Background: an optimization exercise with open tools, aiming at small area and a short achievable clock period. Do not read the settings as production practice. Function was checked by simulation only, so behaviour that the tests miss may differ from the original. No driver is modelled on the clock port, so clocking that relies on it looks cheaper here than on a real chip. Power is estimated from default activity; no workload was simulated.

// wallace_multiplier_16bit
module wallace_multiplier_16bit(
    input  wire        clk,
    input  wire        rst,
    input  wire [15:0] multiplicand,
    input  wire [15:0] multiplier,
    output reg  [31:0] result
);
Size: roughly 66 I/O pins, ~0.013 sq mm of cells after synthesis.
export LEC_CHECK = 0
export CAP_MARGIN = 20
export CORE_MARGIN = 2
export CORE_UTILIZATION = 70
export CTS_BUF_LIST = sky130_fd_sc_hd__clkbuf_4 sky130_fd_sc_hd__clkbuf_8
export CTS_CLUSTER_DIAMETER = 50
export CTS_CLUSTER_SIZE = 12
export SLEW_MARGIN = 20
export SYNTH_HIERARCHICAL = 1
export SYNTH_MINIMUM_KEEP_SIZE = 0
create_clock -name core_clock -period 3.0 [get_ports {clk}]
standard.sh (not shown) runs the stock make flow with config.mk's settings and CLKGATE_MAP_FILE= SYNTH_SCRIPT=/design/flow/synth_recipe.tcl, a recipe that flattens the netlist after the stock synthesis.
==> flow/flow/run.sh <==
#!/bin/bash
# Standard ORFS layout (the standard.sh) with these changes:
#  - plain buf_1 cells as the port buffers (buffer_ports picks delay cells by default);
#  - clock tree synthesis without dummy load cells;
set -euo pipefail
export BUFFER_PORTS_ARGS="-buffer_cell sky130_fd_sc_hd__buf_1"
export CTS_ARGS="-sink_clustering_enable -repair_clock_nets -dont_use_dummy_load -sink_clustering_size 12 -sink_clustering_max_diameter 50 -buf_list {sky130_fd_sc_hd__clkbuf_4 sky130_fd_sc_hd__clkbuf_8}"
SKIP_CTS_REPAIR_TIMING=1 SETUP_SLACK_MARGIN=0 bash standard.sh cts > standard_to_cts.log 2>&1
RES=orfs/results/${FLOW_PLATFORM:-sky130hd}/wallace_multiplier_16bit/base R5_MODE=none \
  openroad -no_init -exit flow/skew.tcl > skew.log 2>&1
SETUP_SLACK_MARGIN=1.3 bash standard.sh > standard_finish.log 2>&1
==> flow/flow/skew.tcl <==
proc insts_matching {pats} {
  set r {}
  foreach i [[ord::get_db_block] getInsts] {
    if {[$i findITerm CLK] eq "NULL"} continue
    foreach p $pats { if {[string match $p [$i getName]]} { lappend r $i; break } }
  }
  return $r
}
proc clk_net_of {inst} { return [[[$inst findITerm CLK] getNet] getName] }
proc busiest_net {insts} {
  set cnt [dict create]
  foreach i $insts { dict incr cnt [clk_net_of $i] }
  set best ""; set bn 0
  dict for {k v} $cnt { if {$v > $bn} { set best $k; set bn $v } }
  return $best
}
proc regroup {name insts src_net cells} {
  # a chain of the given buffer cells from src_net to the clock pins of insts
  set block [ord::get_db_block]
  set sx 0; set sy 0
  foreach i $insts {
    set b [$i getBBox]
    set sx [expr {$sx + ([$b xMin] + [$b xMax]) / 2}]
    set sy [expr {$sy + ([$b yMin] + [$b yMax]) / 2}]
  }
  set n [llength $insts]
  set x [expr {$sx / $n}]; set y [expr {$sy / $n}]
  set prev [$block findNet $src_net]
  set k 0
  foreach cell $cells {
    set inst [odb::dbInst_create $block [[ord::get_db] findMaster $cell] ${name}_$k]
    set net [odb::dbNet_create $block ${name}_${k}_net]
    $net setSigType CLOCK
    [$inst findITerm A] connect $prev
    [$inst findITerm X] connect $net
    $inst setLocation $x $y
    $inst setPlacementStatus PLACED
    set prev $net
    incr k
  }
  set old {}
  foreach i $insts {
    set it [$i findITerm CLK]
    lappend old [[$it getNet] getName]
    $it disconnect
    $it connect $prev
  }
  # drop clock buffers left without loads
  foreach on [lsort -unique $old] {
    set cn [$block findNet $on]
    if {$cn eq "NULL"} continue
    set loads 0
    foreach it [$cn getITerms] { if {[$it isInputSignal]} { incr loads } }
    if {$loads == 0} {
      foreach it [$cn getITerms] { odb::dbInst_destroy [$it getInst] }
      odb::dbNet_destroy $cn
      puts "removed clock net $on, left without loads"
    }
  }
  puts "$name: $cells drive $n clock pins from $src_net"
}
proc driver_input_net {netname} {
  # the net at the input of the buffer that drives netname
  foreach it [[[ord::get_db_block] findNet $netname] getITerms] {
    if {[$it isOutputSignal]} { return [[[[$it getInst] findITerm A] getNet] getName] }
  }
  return ""
}
proc halves_by_x {insts} {
  set l {}
  foreach i $insts { lappend l [list [[$i getBBox] xMin] $i] }
  set l [lsort -integer -index 0 $l]
  set h [expr {[llength $l] / 2}]
  set a {}; set b {}
  foreach e [lrange $l 0 [expr {$h - 1}]] { lappend a [lindex $e 1] }
  foreach e [lrange $l $h end] { lappend b [lindex $e 1] }
  return [list $a $b]
}
proc apply_skew {r5_mode} {
  lassign [halves_by_x [insts_matching {q1_*}]] a b
  regroup ckskew_r1a $a clk sky130_fd_sc_hd__clkbuf_16
  regroup ckskew_r1b $b clk sky130_fd_sc_hd__clkbuf_16
  set r5 [insts_matching {result* vld_n*}]
  set leaf [busiest_net $r5]
  if {$r5_mode eq "leaf"} {
    regroup ckskew_r5 $r5 $leaf sky130_fd_sc_hd__clkbuf_16
  } elseif {$r5_mode eq "mid"} {
    regroup ckskew_r5 $r5 [driver_input_net $leaf] {sky130_fd_sc_hd__clkbuf_2 sky130_fd_sc_hd__clkbuf_16}
  }
}

set res $::env(RES)
read_db $res/4_cts.odb
apply_skew $::env(R5_MODE)
detailed_placement
check_placement
write_db $res/4_cts.odb
The starting point finished with timing, DRC and antenna clean.
Change:
--- a/flow/flow/run.sh
+++ b/flow/flow/run.sh
@@ -8,3 +8,3 @@
 SKIP_CTS_REPAIR_TIMING=1 SETUP_SLACK_MARGIN=0 bash standard.sh cts > standard_to_cts.log 2>&1
-RES=orfs/results/${FLOW_PLATFORM:-sky130hd}/wallace_multiplier_16bit/base R5_MODE=none \
+RES=orfs/results/${FLOW_PLATFORM:-sky130hd}/wallace_multiplier_16bit/base R5_MODE=mid \
   openroad -no_init -exit flow/skew.tcl > skew.log 2>&1
--- a/flow/flow/skew.tcl
+++ b/flow/flow/skew.tcl
@@ -87,3 +87,3 @@
   } elseif {$r5_mode eq "mid"} {
-    regroup ckskew_r5 $r5 [driver_input_net $leaf] {sky130_fd_sc_hd__clkbuf_2 sky130_fd_sc_hd__clkbuf_16}
+    regroup ckskew_r5 $r5 [driver_input_net $leaf] sky130_fd_sc_hd__clkbuf_16
   }
CORE_UTILIZATION = 60   (was 70)
What happened: Register-to-register slack hardly moves; worst setup slack is about the same; via count drops by a few percent; sequential power hardly moves; utilization drops by 11 points; routed wire length barely changes; total power hardly moves.

## port drivers added, routing unchanged
The flow's constraints put no driver on any port. The routed layouts listed below were extracted and timed again, unchanged, in two steps. Step 1 assumes that a clkbuf_16 drives the clock port and a buf_2 every other input. Step 2, shift: input delay + t, output delay - t, t = (earliest + latest rising clock arrival at the registers) / 2. This alone moves slack from input paths to output paths. Three values: no drivers, after step 1, after step 2; two values: the first two.
run | shift t [ns] | setup slack, ns | worst setup path after step 2 | clock arrival spread, ns | cell pins on the clock port's net
the first run | 0.394 | 1.277 / 1.277 / 1.277 | register to register | 0.390 / 0.390 | 3
the second run | 0.433 | 1.279 / 1.217 / 1.292 | register to register | 0.478 / 0.478 | 3
Clock arrivals are far apart in the first run and the second run, so t is only a midpoint there and step 2 fits no single register.
